Background: an optimization exercise with open tools, aiming at small area. Do not read the settings as production practice.
In this exercise RTL edits were held to simulation tests only and were not proved equivalent to the original.
No activity file was given, so power comes from the tool's default toggle rates.

==> flow/design.v, too long to show whole: its modules and the start of the top module <==
// module fir_7_7: 1155 lines
// module fa: 4 lines
// module xnor2m: 3 lines
// module or2m: 3 lines
// module sel3: 3 lines
// module add8: 10 lines
module fir_7_7(
    input clk,
    input rst,
    input [7:0] weight_data,
    input [2:0] weight_idx,
    input weight_valid,
    output weight_ready,
    input [7:0] input_data,
    input input_valid,
    output input_ready,
    output [15:0] output_data,
    input output_ready,
    output output_valid
    );
  // ...
==> flow/flow/run.sh <==
#!/bin/bash
# Layout flow: the standard ORFS flow (standard.sh: the standard
# synthesis and every ORFS step), with these settings changed:
#  - the buffers Yosys/ABC inserted are removed at floorplan
#    (REMOVE_ABC_BUFFERS; global placement is not timing driven, so it
#    would not remove them itself), and timing is then repaired by the
#    usual repair steps after placement, CTS and global routing;
#  - the port buffers buffer_ports inserts are the smallest buffer, buf_1;
#  - clock tree synthesis uses clkbuf_8 and no dummy load cells.
# The output of the whole run is kept in standard_flow.log; ORFS keeps each
# step's own log under orfs/logs/.
set -euo pipefail
cd "$(dirname "$0")/.."
export REMOVE_ABC_BUFFERS=1
export BUFFER_PORTS_ARGS="-buffer_cell sky130_fd_sc_hd__buf_1"
export CTS_ARGS="-sink_clustering_enable -repair_clock_nets -buf_list sky130_fd_sc_hd__clkbuf_8 -dont_use_dummy_load"
bash standard.sh finish > standard_flow.log 2>&1
==> flow/standard.sh <==
#!/bin/bash
# synth_recipe.tcl (not shown) runs the flow's synth.tcl, then flattens the netlist and writes it again
# the make line also repeats each setting of config.mk as NAME=value (left out here)
make -C /OpenROAD-flow-scripts/flow DESIGN_CONFIG=/design/flow/config.mk WORK_HOME=/design/flow/orfs CLKGATE_MAP_FILE= SYNTH_SCRIPT=/design/flow/synth_recipe.tcl "${@:-finish}"
==> flow/config.mk <==
export PLATFORM = sky130hd
export DESIGN_NAME = fir_7_7
export DESIGN_NICKNAME = fir_7_7
export VERILOG_FILES = /design/flow/design.v
export SDC_FILE = /design/flow/constraint.sdc
export NUM_CORES = 4
export LEC_CHECK = 0
export CAP_MARGIN = 20
export CELL_PAD_IN_SITES_DETAIL_PLACEMENT = 1
export CELL_PAD_IN_SITES_GLOBAL_PLACEMENT = 1
export CORE_MARGIN = 2
export CORE_UTILIZATION = 40
export CTS_BUF_LIST = sky130_fd_sc_hd__clkbuf_8
export GPL_TIMING_DRIVEN = 0
export SLEW_MARGIN = 20
export SYNTH_HIERARCHICAL = 1
export SYNTH_MINIMUM_KEEP_SIZE = 0
==> flow/constraint.sdc <==
create_clock -name core_clock -period 8.0 [get_ports {clk}]
set_input_delay 1.6000 -clock core_clock [delete_from_list [all_inputs] [get_ports {clk}]]
set_output_delay 1.6000 -clock core_clock [all_outputs]
set_load 0.01 [all_outputs]
==> flow_metrics.py, run 1 <==
metrics = {
    "routing": {
        "highest_layer": "met4",
        "wire_per_inst_um": 29.1,
        "drtIter0Drc": 2565,
        "firstDrtPassIters": 14,
        "dr_wl_met2_mm": 23.0,
        "finalWirelength_mm": 48.0,
    },
    "yosys": {
        "synthTopCellsByCount": "270 x fa_1, 206 x nand2_1, 192 x a222oi_1, 158 x dfxtp_1, 78 x a21oi_1",
        "avgSynthCellArea_um2": 11.4,
        "synthXorXnorAreaFrac_pct": 1.50,
        "synthTopCellsByArea": "fa_1 40%, dfxtp_1 23%, a222oi_1 14%",
    },
    "clock_tree": {
        "cts.sinks": 158,
        "htree_levels": 4,
        "cts_inserted_buffers": 17,
        "insertion_delay_ps": 520,
        "cts_hold_buffers": 0,
    },
    "min_path": {
        "hold_path_depth": 0,
    },
    "worst_setup_path": {
        "critical_path.max_fanout": 9,
        "r2r_cells": 21,
        "crit_top_cell": "fa_1",
        "r2r-start": "w6[5]$_DFF_P_",
        "r2r_end": "result[15]$_DFF_P_",
        "r2r_setup_slack_ps": 750,
        "endpoint_kind": "register",
        "arrival_ps": 7670,
        "worstPathRequired_ps": 8420,
        "crit_type": "register to register",
        "crit_family": "adder cells",
    },
    "cells_and_area": {
        "seqCellArea_mm2": 0.00316,
        "multi_input_comb_cells": 967,
        "design.seq.count": 158,
        "layout_commonest_cell": "fa_1",
        "multi_input_area_share_pct": 70.6,
        "nonClkBufAreaFrac_pct": 1.53,
        "fillers": 3665,
    },
    "floorplan": {
        "fp-row-count": 67,
    },
    "global_routing": {
        "use_met2_pct": 46.4,
        "grt-busiest-layer": "met2",
        "grt_first_pass_wirelength_mm": 74.7,
    },
    "power_and_ir_drop": {
        "powerDensity_mw_per_mm2": 95.5,
        "pg_clk_mw": 0.468,
        "p_sw_share_pct": 26.8,
    },
    "run_status": {
        "outcome": "complete, no violations",
    },
    "timing": {
        "whs_ps": 330,
        "hold_violations": 0,
    },
}
==> run 2, diff against run 1 <==
--- a/flow/design.v
+++ b/flow/design.v
@@ -61,20 +61,21 @@
         w1 <= wn1;
         w2 <= wn2;
         w3 <= wn3;
         w4 <= wn4;
         w5 <= wn5;
         w6 <= wn6;
         result <= ({16{r_ld}} & sum) | ({16{r_hd}} & result);
     end
-    wire [8:0] wabn0;
-    add8 u_add0 (wn0, wn1, wabn0);
-    reg [8:0] wab0;
-    always @(posedge clk) wab0 <= wabn0;
+    wire [8:1] wabn0;
+    add8h u_add0 (wn0, wn1, wabn0);
+    reg [8:1] wabr0;
+    always @(posedge clk) wabr0 <= wabn0;
+    wire [8:0] wab0 = {wabr0, w0[0] ^ w1[0]};
     wire sa0_0 = x0[0] & ~x1[0];
     wire sb0_0 = ~x0[0] & x1[0];
     wire sab0_0 = x0[0] & x1[0];
     wire pp0_0_0;
     sel3 u_pp0_0_0 (sa0_0, sb0_0, sab0_0, w0[0], w1[0], wab0[0], pp0_0_0);
     wire pp0_0_1;
     sel3 u_pp0_0_1 (sa0_0, sb0_0, sab0_0, w0[1], w1[1], wab0[1], pp0_0_1);
     wire pp0_0_2;
@@ -225,20 +226,21 @@
     sel3 u_pp0_7_4 (sa0_7, sb0_7, sab0_7, w0[4], w1[4], wab0[4], pp0_7_4);
     wire pp0_7_5;
     sel3 u_pp0_7_5 (sa0_7, sb0_7, sab0_7, w0[5], w1[5], wab0[5], pp0_7_5);
     wire pp0_7_6;
     sel3 u_pp0_7_6 (sa0_7, sb0_7, sab0_7, w0[6], w1[6], wab0[6], pp0_7_6);
     wire pp0_7_7;
     sel3 u_pp0_7_7 (sa0_7, sb0_7, sab0_7, w0[7], w1[7], wab0[7], pp0_7_7);
     wire pp0_7_8 = ~(sab0_7 & wab0[8]);
-    wire [8:0] wabn1;
-    add8 u_add1 (wn2, wn3, wabn1);
-    reg [8:0] wab1;
-    always @(posedge clk) wab1 <= wabn1;
+    wire [8:1] wabn1;
+    add8h u_add1 (wn2, wn3, wabn1);
+    reg [8:1] wabr1;
+    always @(posedge clk) wabr1 <= wabn1;
+    wire [8:0] wab1 = {wabr1, w2[0] ^ w3[0]};
     wire sa1_0 = x2[0] & ~x3[0];
     wire sb1_0 = ~x2[0] & x3[0];
     wire sab1_0 = x2[0] & x3[0];
     wire pp1_0_0;
     sel3 u_pp1_0_0 (sa1_0, sb1_0, sab1_0, w2[0], w3[0], wab1[0], pp1_0_0);
     wire pp1_0_1;
     sel3 u_pp1_0_1 (sa1_0, sb1_0, sab1_0, w2[1], w3[1], wab1[1], pp1_0_1);
     wire pp1_0_2;
@@ -389,20 +391,21 @@
     sel3 u_pp1_7_4 (sa1_7, sb1_7, sab1_7, w2[4], w3[4], wab1[4], pp1_7_4);
     wire pp1_7_5;
     sel3 u_pp1_7_5 (sa1_7, sb1_7, sab1_7, w2[5], w3[5], wab1[5], pp1_7_5);
     wire pp1_7_6;
     sel3 u_pp1_7_6 (sa1_7, sb1_7, sab1_7, w2[6], w3[6], wab1[6], pp1_7_6);
     wire pp1_7_7;
     sel3 u_pp1_7_7 (sa1_7, sb1_7, sab1_7, w2[7], w3[7], wab1[7], pp1_7_7);
     wire pp1_7_8 = ~(sab1_7 & wab1[8]);
-    wire [8:0] wabn2;
-    add8 u_add2 (wn4, wn5, wabn2);
-    reg [8:0] wab2;
-    always @(posedge clk) wab2 <= wabn2;
+    wire [8:1] wabn2;
+    add8h u_add2 (wn4, wn5, wabn2);
+    reg [8:1] wabr2;
+    always @(posedge clk) wabr2 <= wabn2;
+    wire [8:0] wab2 = {wabr2, w4[0] ^ w5[0]};
     wire sa2_0 = x4[0] & ~x5[0];
     wire sb2_0 = ~x4[0] & x5[0];
     wire sab2_0 = x4[0] & x5[0];
     wire pp2_0_0;
     sel3 u_pp2_0_0 (sa2_0, sb2_0, sab2_0, w4[0], w5[0], wab2[0], pp2_0_0);
     wire pp2_0_1;
     sel3 u_pp2_0_1 (sa2_0, sb2_0, sab2_0, w4[1], w5[1], wab2[1], pp2_0_1);
     wire pp2_0_2;
@@ -1161,16 +1164,25 @@
     assign y = ~(a ^ b);
 endmodule
 module or2m(input a, input b, output y);
     assign y = a | b;
 endmodule
 module sel3(input sa, input sb, input sab, input a, input b, input ab, output y);
     assign y = ~((sa & a) | (sb & b) | (sab & ab));
 endmodule
+module add8h(input [7:0] a, input [7:0] b, output [8:1] s);
+    wire [7:1] c;
+    assign c[1] = a[0] & b[0];
+    genvar i;
+    generate for (i = 1; i < 7; i = i + 1) begin : rc
+        fa u_fa (a[i], b[i], c[i], s[i], c[i + 1]);
+    end endgenerate
+    fa u_fa7 (a[7], b[7], c[7], s[7], s[8]);
+endmodule
 module add8(input [7:0] a, input [7:0] b, output [8:0] s);
     wire [7:1] c;
     assign s[0] = a[0] ^ b[0];
     assign c[1] = a[0] & b[0];
     genvar i;
     generate for (i = 1; i < 7; i = i + 1) begin : rc
         fa u_fa (a[i], b[i], c[i], s[i], c[i + 1]);
     end endgenerate
==> run 2 against run 1 <==
  * Clock power fell by 1%
  * Register-to-register slack got worse by 290 ps
  * Non-clock buffer count did not move
  * Via count fell by 0.34%
  * Die area fell by 0.38%
  * Utilization fell by 0.16 points
  * Clock skew fell by 3.7 ps
  * Synthesized area fell by 0.39%
  * Hold slack got worse by 1.0 ps
  * Sequential share of layout area fell by 0.34 points
  * Combinational power rose by 0.5%
==> flow_metrics.py, run 2 <==
metrics = {
    "cells_and_area": {
        "top_register": "result",
        "final_cell_mix": "270 x fa_1, 205 x nand2_1, 192 x a222oi_1",
        "nets": 1500,
        "area_delta_synth_final_pct": 6.21,
        "fillers": 3696,
        "num_antenna_cells": 0,
        "largest_reg_flops": 16,
        "layout-drive-gt1-share_pct": 2.75,
        "layout_commonest_cell": "fa_1",
    },
    "power_and_ir_drop": {
        "p_leak_nw": 3.18,
        "seq_power_share_pct": 59.9,
        "comb_power_share_pct": 5.9,
        "clkPwrFrac_pct": 34.2,
        "vdd_ir_drop_max_uv": 95.5,
        "powerDensity_mw_per_mm2": 94.2,
        "p_int_mw": 0.988,
        "p_sw_share_pct": 26.7,
        "p_switching_mw": 0.359,
        "total_power_mw": 1.35,
    },
    "clock_tree": {
        "cts.clk_slew.worst_paths_ps": 70,
        "cts_hold_buffers": 0,
        "htree_levels": 4,
        "clockRootBuffer": "clkbuf_8",
        "cts_inserted_buffers": 17,
        "cts_setup_buffers": 0,
        "insertion_delay_ps": 510,
        "cts_resized": 0,
        "cts.sinks": 155,
        "cts_tree": "yes",
        "clockBufferDepth": 2,
    },
    "placement": {
        "hpwl_mm": 39.0,
        "numPortBuffers": 42,
        "place.gp.congestion": 0.889,
    },
    "worst_setup_path": {
        "cp_slowest_cell": "xor2_1",
        "crit_top_cell": "fa_1",
        "crit_chain": "xor2_1, a222oi_1, fa_1, or2_1, fa_1, fa_1, fa_1, fa_1, fa_1, fa_1, fa_1, or2_1, fa_1, inv_1, ha_1, fa_1, and3b_1, a221oi_2, xnor2_1, xnor2_1, nand3_1, a21oi_2",
        "critical_path.max_fanout": 10,
        "max_stage_delay_ps": 730,
        "worstSetupStartpointType": "register",
        "critPathBufInv": 1,
        "crit_type": "register to register",
        "cp.depth": 22,
        "endpoint_kind": "register",
        "arrival_ps": 7950,
        "r2r_cells": 22,
        "crit_family": "adder cells",
        "worstPathRequired_ps": 8410,
    },
    "yosys": {
        "synth_ff_type": "dfxtp_1",
        "ys_async_sr_fraction_pct": 0,
        "avgSynthCellArea_um2": 11.4,
        "synthTopCellsByArea": "fa_1 40%, dfxtp_1 23%, a222oi_1 14%",
        "synth_top_area_share_pct": 40.1,
        "synth_edf_count": 0,
        "synth.distinct_cells": 35,
        "yosysMostFrequentCell": "fa_1",
        "yosysWarnings": 7,
        "synthCells": 1182,
        "synthTopCellsByCount": "270 x fa_1, 206 x nand2_1, 192 x a222oi_1, 155 x dfxtp_1, 78 x a21oi_1",
        "syn_area_mm2": 0.0135,
        "synth_top_area_cell": "fa_1",
        "yosysSeqAreaShare_pct": 23.0,
        "synth_seq_cells": 155,
    },
    "timing": {
        "timing.final.crit_period_ps": 7540,
        "clock_skew_ps": 43.5,
        "hold_violations": 0,
        "tightest_slew_ps": 944,
        "fmax_mhz": 133,
        "fin_crit_sh_pct": 94.3,
        "setup_viol": 0,
        "maxSlewHeadroom_pct": 36.6,
        "rsz0062_at_grt": "false",
        "final_max_slew_viol_count": 0,
        "whs_ps": 329,
    },
    "floorplan": {
        "dieArea_mm2": 0.0351,
        "core_mm2": 0.0334,
        "fp-row-count": 67,
        "start_util_pct": 40.4,
        "ios": 43,
        "die_h_um": 187,
        "die_width_um": 187,
    },
    "routing": {
        "route.vias.total": 10900,
        "finalWirelength_mm": 47.6,
        "remaining_drc_errors": 0,
        "wire_per_inst_um": 28.9,
        "vias_per_cell": 6.63,
        "wl_met1_mm": 19.2,
        "ant_nets": 0,
        "dr_wl_met2_mm": 22.5,
        "drtIter0Drc": 2270,
        "dr_wl_met3_mm": 3.76,
        "highest_layer": "met4",
        "firstDrtPassIters": 13,
    },
    "run_status": {
        "outcome": "complete, no violations",
    },
    "min_path": {
        "hold_path_depth": 0,
        "min_path_type": "register to register",
    },
    "global_routing": {
        "antenna_found_initial": 0,
        "grt_max_degree": 58,
        "grt_pass1_vias": 11600,
        "track_usage_pct": 28.2,
        "grt_overflow": 0,
        "grt_first_pass_wirelength_mm": 73.6,
    },
    "run": {
        "maxCapViolations": 0,
    },
}
[run 2: final timing paths]
kind | startpoint | slack, ps | endpoint
worst max-delay path | w3[0]$_DFF_P_ | 460 | result[15]$_DFF_P_
worst max register to register | w3[0]$_DFF_P_ | 460 | result[15]$_DFF_P_
worst min-delay path | ov_d$_DFF_P_ | 330 | ov_r$_DFF_P_
worst min register to register | ov_d$_DFF_P_ | 330 | ov_r$_DFF_P_
[run 2: cell type report]
class	count	area [um2]	share of cell area, %
inverter	12	47.5	0.332
sequential	155	3100	21.7
timing repair buffer	45	219	1.53
clock buffer	17	234	1.64
tap	448	561	3.92
multi-input combinational	970	10100	70.9
[run 2: routing by layer]
metal,up-vias,track usage (%)
li1,4544,-
met2,643,45.7
met5,-,0
met4,0,12.1
met3,74,4.60
met1,5659,37.6
[run 2: through the flow]
| step | TNS (ps) | instance area, um2 | utilization [%] | setup WS, ps | instances |
|---|---|---|---|---|---|
| after floorplan | 0 | 13300 | - | 1450 | 1137 |
| after global placement | -13070 | 14000 | 41.9 | -1380 | 1627 |
| after detailed placement | 0 | 14100 | 42.2 | 649 | 1630 |
| after CTS | 0 | 14300 | 42.9 | 590 | 1647 |
| after global routing | 0 | 14300 | 42.9 | 186 | 1647 |
| final | 0 | 14300 | 42.9 | 457 | 1647 |
[run 2: cell families (layout without fill, tap and decap cells)]
| family | after synthesis | in the layout | synth area share, % |
|---|---|---|---|
| AOI/OAI and AO/OA | 332 | 332 | 21.2 |
| and+or+nand+nor | 340 | 340 | 11.7 |
| xor gates and xnor gates | 23 | 23 | 1.70 |
| buffers and inverters | 57 | 74 | 1.73 |
| adders and majority gates | 275 | 275 | 40.6 |
| DFF | 155 | 155 | 23.0 |
[run 2: power groups by stage]
stage	combinational [mW]	sequential [mW]	clock (mW)
2_1_floorplan	0.0349	0.812	0
3_3_place_gp	0.0750	0.822	0
3_5_place_dp	0.0800	0.822	0
4_1_cts	0.0802	0.805	0.480
5_1_grt	0.0869	0.807	0.506
6_report	0.0791	0.807	0.461
[run 2: Yosys stat by module (local to each module, per instance)]
module | cell area [um2] | flip-flops and latches | copies in the design | cells inside
or2m | 6.26 | 0 | 7 | 1
fir_7_7 | 6030 | 155 | 1 | 704
xnor2m | 8.76 | 0 | 7 | 1
add8h | 6.26 | 0 | 3 | 1
sel3 | 10.0 | 0 | 192 | 1
fa | 20.0 | 0 | 269 | 1

==> what the ideal ports hide <==
No port has a modelled driver above. Below, the same layouts with a new extraction and two added sets of constraints. Step 1 sets driving cells, clkbuf_16 on the clock port and buf_2 on the other inputs (assumed; they add their load-dependent delay and slew). Step 2 times the ports against the registers' clock, not the clock port: input delays grow and output delays shrink by t, the midpoint of the rising clock arrivals with the driver on. a / b / c = ideal ports / drivers / drivers and shift; a / b = the first two.
run	t (ns)	setup WS [ns]	slew at the worst register clock pin (ns)
run 1	0.547	0.748 / 0.748 / 0.748	0.11 / 0.11
run 2	0.539	0.457 / 0.457 / 0.457	0.11 / 0.11
After both steps setup and hold are still met in every run listed.
